From an optimization exercise on the open Yosys and OpenROAD flow, aimed at small area; shortcuts taken in it are not production practice.
In this exercise RTL edits were held to simulation tests only and were not proved equivalent to the original.
Power is estimated from default activity; no workload was simulated.

## flow/design.v (module list and top-level ports; edited modules follow where they fit)
// module mac_arith: 1617 lines
// module fa_cell: 4 lines
// module ha_cell: 4 lines
// module maj_cell: 3 lines
// module bwd_arith: 1589 lines
// module top_level: 430 lines
// module lt12: 10 lines
module top_level (
    clk, rst, seed,
    action, state, next_state, step_o, phase, episode_o, q_cur, q_next
);
  // ...
==> flow/flow/run.sh <==
#!/bin/bash
set -euo pipefail
export BUFFER_PORTS_ARGS="-buffer_cell sky130_fd_sc_hd__buf_1"
export CTS_ARGS="-sink_clustering_enable -repair_clock_nets -dont_use_dummy_load -buf_list sky130_fd_sc_hd__clkbuf_8 -sink_clustering_size 18 -sink_clustering_max_diameter 70"
bash standard.sh > standard.log 2>&1
==> flow/standard.sh <==
#!/bin/bash
# synth_recipe.tcl (not shown) runs the flow's synth.tcl, then flattens the netlist and writes it again
# the make line also repeats each setting of config.mk as NAME=value (left out here)
make -C /OpenROAD-flow-scripts/flow DESIGN_CONFIG=/design/flow/config.mk WORK_HOME=/design/flow/orfs CLKGATE_MAP_FILE= SYNTH_SCRIPT=/design/flow/synth_recipe.tcl "${@:-finish}"
==> flow/config.mk <==
export PLATFORM = sky130hd
export DESIGN_NAME = top_level
export DESIGN_NICKNAME = top_level
export VERILOG_FILES = /design/flow/design.v
export SDC_FILE = /design/flow/constraint.sdc
export NUM_CORES = 8
export LEC_CHECK = 0
export CAP_MARGIN = 20
export CORE_MARGIN = 2
export CORE_UTILIZATION = 70
export CTS_BUF_LIST = sky130_fd_sc_hd__clkbuf_8
export CTS_CLUSTER_DIAMETER = 70
export CTS_CLUSTER_SIZE = 18
export PLACE_DENSITY = 0.8
export SLEW_MARGIN = 20
export SYNTH_HIERARCHICAL = 1
export SYNTH_MINIMUM_KEEP_SIZE = 0
==> flow/constraint.sdc <==
create_clock -name core_clock -period 20.0 [get_ports {clk}]
set_input_delay 4.0000 -clock core_clock [delete_from_list [all_inputs] [get_ports {clk}]]
set_output_delay 4.0000 -clock core_clock [all_outputs]
set_load 0.01 [all_outputs]
==> reports/qor.csv, run 1 <==
metric,value,unit
multiplexer share of the synthesized area,2.73,%
pwr/cell area,113,nW/um^2
f_max,0.0533,GHz
post-CTS sizing,0,
die height,344,um
Comb. pwr,5.61,mW
I/O Pins,172,
Slew Limit Headroom,20.8,%
Yosys top cell area share,33.6,%
min Tclk post-route,18760,ps
Worst Setup EP,dl2[4],
remaining antenna violation count,0,
crit-path max cell delay,800,ps
met1 Resource Use GR,50.1,%
reg2reg setup slack,1240,ps
WS Path Type,reg2reg,
top sig layer,met5,
CTS tree,built,
dominant cell type by area after synthesis,fa_1,
arrival time of the worst setup path,19370,ps
final setup fails,0,
simple logic cell fraction of the synthesized area,15.0,%
Non-Clock Buffer Count,309,
routed via count,56900,
Total GRT Usage,37.5,%
Netlist cell types,111,
placer congestion estimate,0.946,
outcome,finished clean,
Layout Nets,9394,
==> inputs of run 2 (changes only) <==
==> flow/flow/run.sh (replaced) <==
#!/bin/bash
set -euo pipefail
export BUFFER_PORTS_ARGS="-buffer_cell sky130_fd_sc_hd__buf_1"
export CTS_ARGS="-sink_clustering_enable -repair_clock_nets -dont_use_dummy_load -buf_list sky130_fd_sc_hd__clkbuf_16 -sink_clustering_size 24 -sink_clustering_max_diameter 100"
bash standard.sh > standard.log 2>&1
--- a/flow/config.mk
+++ b/flow/config.mk
@@ -9,7 +9,7 @@
 export CORE_MARGIN = 2
 export CORE_UTILIZATION = 70
-export CTS_BUF_LIST = sky130_fd_sc_hd__clkbuf_8
-export CTS_CLUSTER_DIAMETER = 70
-export CTS_CLUSTER_SIZE = 18
+export CTS_BUF_LIST = sky130_fd_sc_hd__clkbuf_16
+export CTS_CLUSTER_DIAMETER = 100
+export CTS_CLUSTER_SIZE = 24
 export PLACE_DENSITY = 0.8
 export SLEW_MARGIN = 20
==> reports/qor.csv, run 2 <==
metric,value,unit,change
die height,344,um,unchanged
drt initial violations,5864,,"was 5,880"
number of buffers created by CTS,60,,was 89
Layout Nets,9365,,"was 9,394"
Hold Crit Class,reg2reg,,unchanged
Slew Limit Headroom,22.5,%,was 20.8%
clock-pin slew on the worst setup and hold paths,90,ps,was 110 ps
outcome,finished clean,,unchanged
hold depth,0,,unchanged
fraction of registers with async set/reset,0,%,unchanged
"most used cell, CP",a21o_1,,unchanged
"Primary FF master, synth",dfxtp_1,,unchanged
sequential element share of the synthesized area,30.0,%,unchanged
pre-CTS WS,1230,ps,unchanged
"top cells by area, synth","fa_1, dfxtp_1, nand2_1",,unchanged
number of remaining DRC errors,0,,unchanged
I/O Buffers,171,,unchanged
Crit Path Max Fanout,22,,unchanged
Ys Warns,7,,unchanged
Via-to-Cell Ratio,6.20,,was 6.16
hold slack final,289,ps,was 263 ps
drt total wl,219,mm,was 217 mm
CP top delay family,compound AO/OA/AOI/OAI gates,,unchanged
worst r2r src,st_old[0],,was st_old[3]
Crit path depth,83,,unchanged
max reg flops,495,,unchanged
Cell Rows,124,,unchanged
dominant cell type by area after synthesis,fa_1,,unchanged
Pins Over Slew Limit,0,,unchanged
synthesized area,80700,um^2,unchanged
worst clock skew,132,ps,about the same
Netlist cell types,111,,unchanged
final setup fails,0,,unchanged
global-route wire length before repair,340,mm,was 338 mm
placer congestion estimate,0.946,,unchanged
"commonest non-fill, non-tap cell in the layout",nand2_1,,unchanged
Yosys top cell area share,33.6,%,unchanged
RSZ-0062 raised after global routing,false,,unchanged
met2 usage,59.9,%,was 59.5%
I/O Pins,172,,unchanged
cells after synthesis,7779,,unchanged
CTS Buffer Depth,3,,unchanged
Max VDD drop,368,uV,about the same
Clock Sinks,1206,,unchanged
total grt overflow,0,,unchanged
DR pass1 iterations,7,,was 9
final period utilization,93.7,%,was 93.8%
clk latency of the worst-skew pair,740,ps,was 820 ps
routed via count,57200,,"was 56,900"
largest net degree at the start of global routing,100,,unchanged
Startpoint Class,flop,,unchanged
"Hold-fix buffers, CTS",0,,unchanged
most numerous cell in the Yosys netlist,nand2_1,,unchanged
slowest CP cell,edfxtp_1,,was and4b_1
post-placement cell count,9156,,unchanged
min Tclk post-route,18740,ps,"was 18,760 ps"
Total GRT Usage,37.7,%,was 37.5%
"EDFF count, synth",10,,unchanged
met1 Resource Use GR,50.4,%,was 50.1%
Root Driver,clkbuf_16,,was clkbuf_8
initial antenna violation count,4,,was 3
Layout area overhead,4.05,%,was 3.72%
number of global-route vias before repair,59900,,"was 59,800"
layout cells sized above 1,5.36,%,was 5.72%
core area,114000,um^2,unchanged
HPWL Detailed,160,mm,unchanged
FF-to-FF path depth,83,,unchanged
synthesized area per cell,10.4,um^2,unchanged
die area,118000,um^2,unchanged
Final Non-Filler Cells,9218,,"was 9,248"
Final WS setup,1260,ps,was 1240 ps
arrival time of the worst setup path,19310,ps,"was 19,370 ps"
#FFs+latches synth,1206,,unchanged
Hold Path Origin,w2r[312],,was acr[28]
pwr/cell area,115,nW/um^2,was 113 nW/um^2
WS Path Type,reg2reg,,unchanged
crit-path max cell delay,560,ps,was 800 ps
gr busiest metal,met2,,unchanged
CTS tree,built,,unchanged
number of max-cap violations,0,,unchanged
CP bufs+invs,3,,unchanged
Slew @ Worst Pin,1160,ps,was 1180 ps
initial core utilization,70.6,%,unchanged
Die Wd,344,um,unchanged
H-tree Lvls,2,,was 3
most frequent cells after synthesis,"nand2_1, fa_1, dfxtp_1",,unchanged
remaining antenna violation count,0,,unchanged
Final Hold Viols,0,,unchanged
Critical Path RT,20560,ps,"was 20,610 ps"
reg2reg setup slack,1260,ps,was 1240 ps
f_max,0.0534,GHz,was 0.0533 GHz
most frequent cells in the layout,"nand2_1, fa_1, dfxtp_1",,unchanged
Avg WL per Cell,23.7,um,was 23.5 um
global-route met3 utilization,7.48,%,was 7.50%
Largest regs,"w2r (495), w3r (220)",,unchanged
leakage,28.0,nW,was 27.9 nW
Biggest register,w2r,,unchanged
Setup crit end kind,flop,,unchanged
Crit. Startpoint,st_old[0],,was st_old[3]
setup tns final,0,ps,unchanged
-- run 2: cell counts after synthesis --
Identical to the previous run, type by type.
-- run 2: metal layers --
layer / wire (um) / vias up
li1: - / 24400
met1: 84200 / 28800
met2: 102000 / 3249
met3: 21100 / 716
met4: 11400 / 4
met5: 32 / -
-- run 2: through the flow --
| step | utilization (%) | cell area (um^2) | power, mW |
|---|---|---|---|
| 2_1_floorplan | - | 80700 | 6.83 |
| 3_3_place_gp | 72.1 | 82400 | 8.18 |
| 3_5_place_dp | 72.1 | 82400 | 8.28 |
| 4_1_cts | 73.4 | 83900 | 9.57 |
| 5_1_grt | 73.4 | 84000 | 10.4 |
| 6_report | 73.4 | 84000 | 9.65 |
-- run 2: repair_timing --
action                                 in CTS  in global routing
setup endpoints to repair                   0                  4
gates resized for setup                     0                  3
buffers inserted                            0                  0
endpoints found under the hold margin       0                  0
-- run 2: path summary, 6_finish.rpt --
path / end
setup reg to reg: dl0[4]
setup / recovery: dl0[4]
hold / removal: w2r[301]
hold reg to reg: w2r[301]
-- run 2: report_power, final --
group	internal, mW	total (mW)	switching, mW
clock	0.531	1.28	0.751
combinational	2.34	5.62	3.28
sequential	2.56	2.74	0.176
-- run 2: cell type report --
type / instances / area, um^2
clock buffers: 60 / 1500
diodes: 1 / 2.50
multi-input cells: 5587 / 52600
well taps: 1512 / 1890
inverters: 543 / 2040
flip-flops and latches: 1206 / 24200
fillers: 7980 / 30400
repair buffers: 309 / 1690
-- run 2: Yosys stat by module, one instance, submodules excluded --
module	times used	cells inside
fa_cell	1330	1
lt12	4	1
top_level	1	3803
mac_arith	1	1200
maj_cell	44	1
bwd_arith	1	1385
ha_cell	13	1
-- run 2: kinds of logic after synthesis --
logic type	count (synthesis)	synth area share, %
AND/OR/NAND/NOR	2690	15.0
adder cells (fa/ha/maj)	1688	38.7
flip-flops	1206	30.0
buffers and inverters	999	5.00
AO/OA/AOI/OAI	836	6.79
multiplexers	196	2.73
XOR/XNOR	163	1.78
other	1	0.00465

-- separate check: timing with driven ports --
The results above use ideal ports. As a check the final layouts listed here were re-extracted and re-timed, cells and wires unchanged.
Step 1, drivers: a clkbuf_16 drives clk and a buf_2 each remaining input, both assumed.
Step 2 moves the port delays by t, midway between the first and last clock arrival at a register: inputs arrive t later, outputs are due t later. That takes back most of the time a late clock gives input paths.
a / b / c = ideal ports / drivers / drivers and shift; a / b = the first two.
run | t (ns) | slack for setup (ns) | hold slack, ns | worst register clock-pin slew, ns
run 1 | 0.826 | 1.239 / 1.239 / 1.239 | 0.263 / 0.263 / 0.263 | 0.12 / 0.12
run 2 | 0.754 | 1.258 / 1.258 / 1.258 | 0.289 / 0.289 / 0.289 | 0.11 / 0.11
After both steps setup and hold are still met in every run listed.
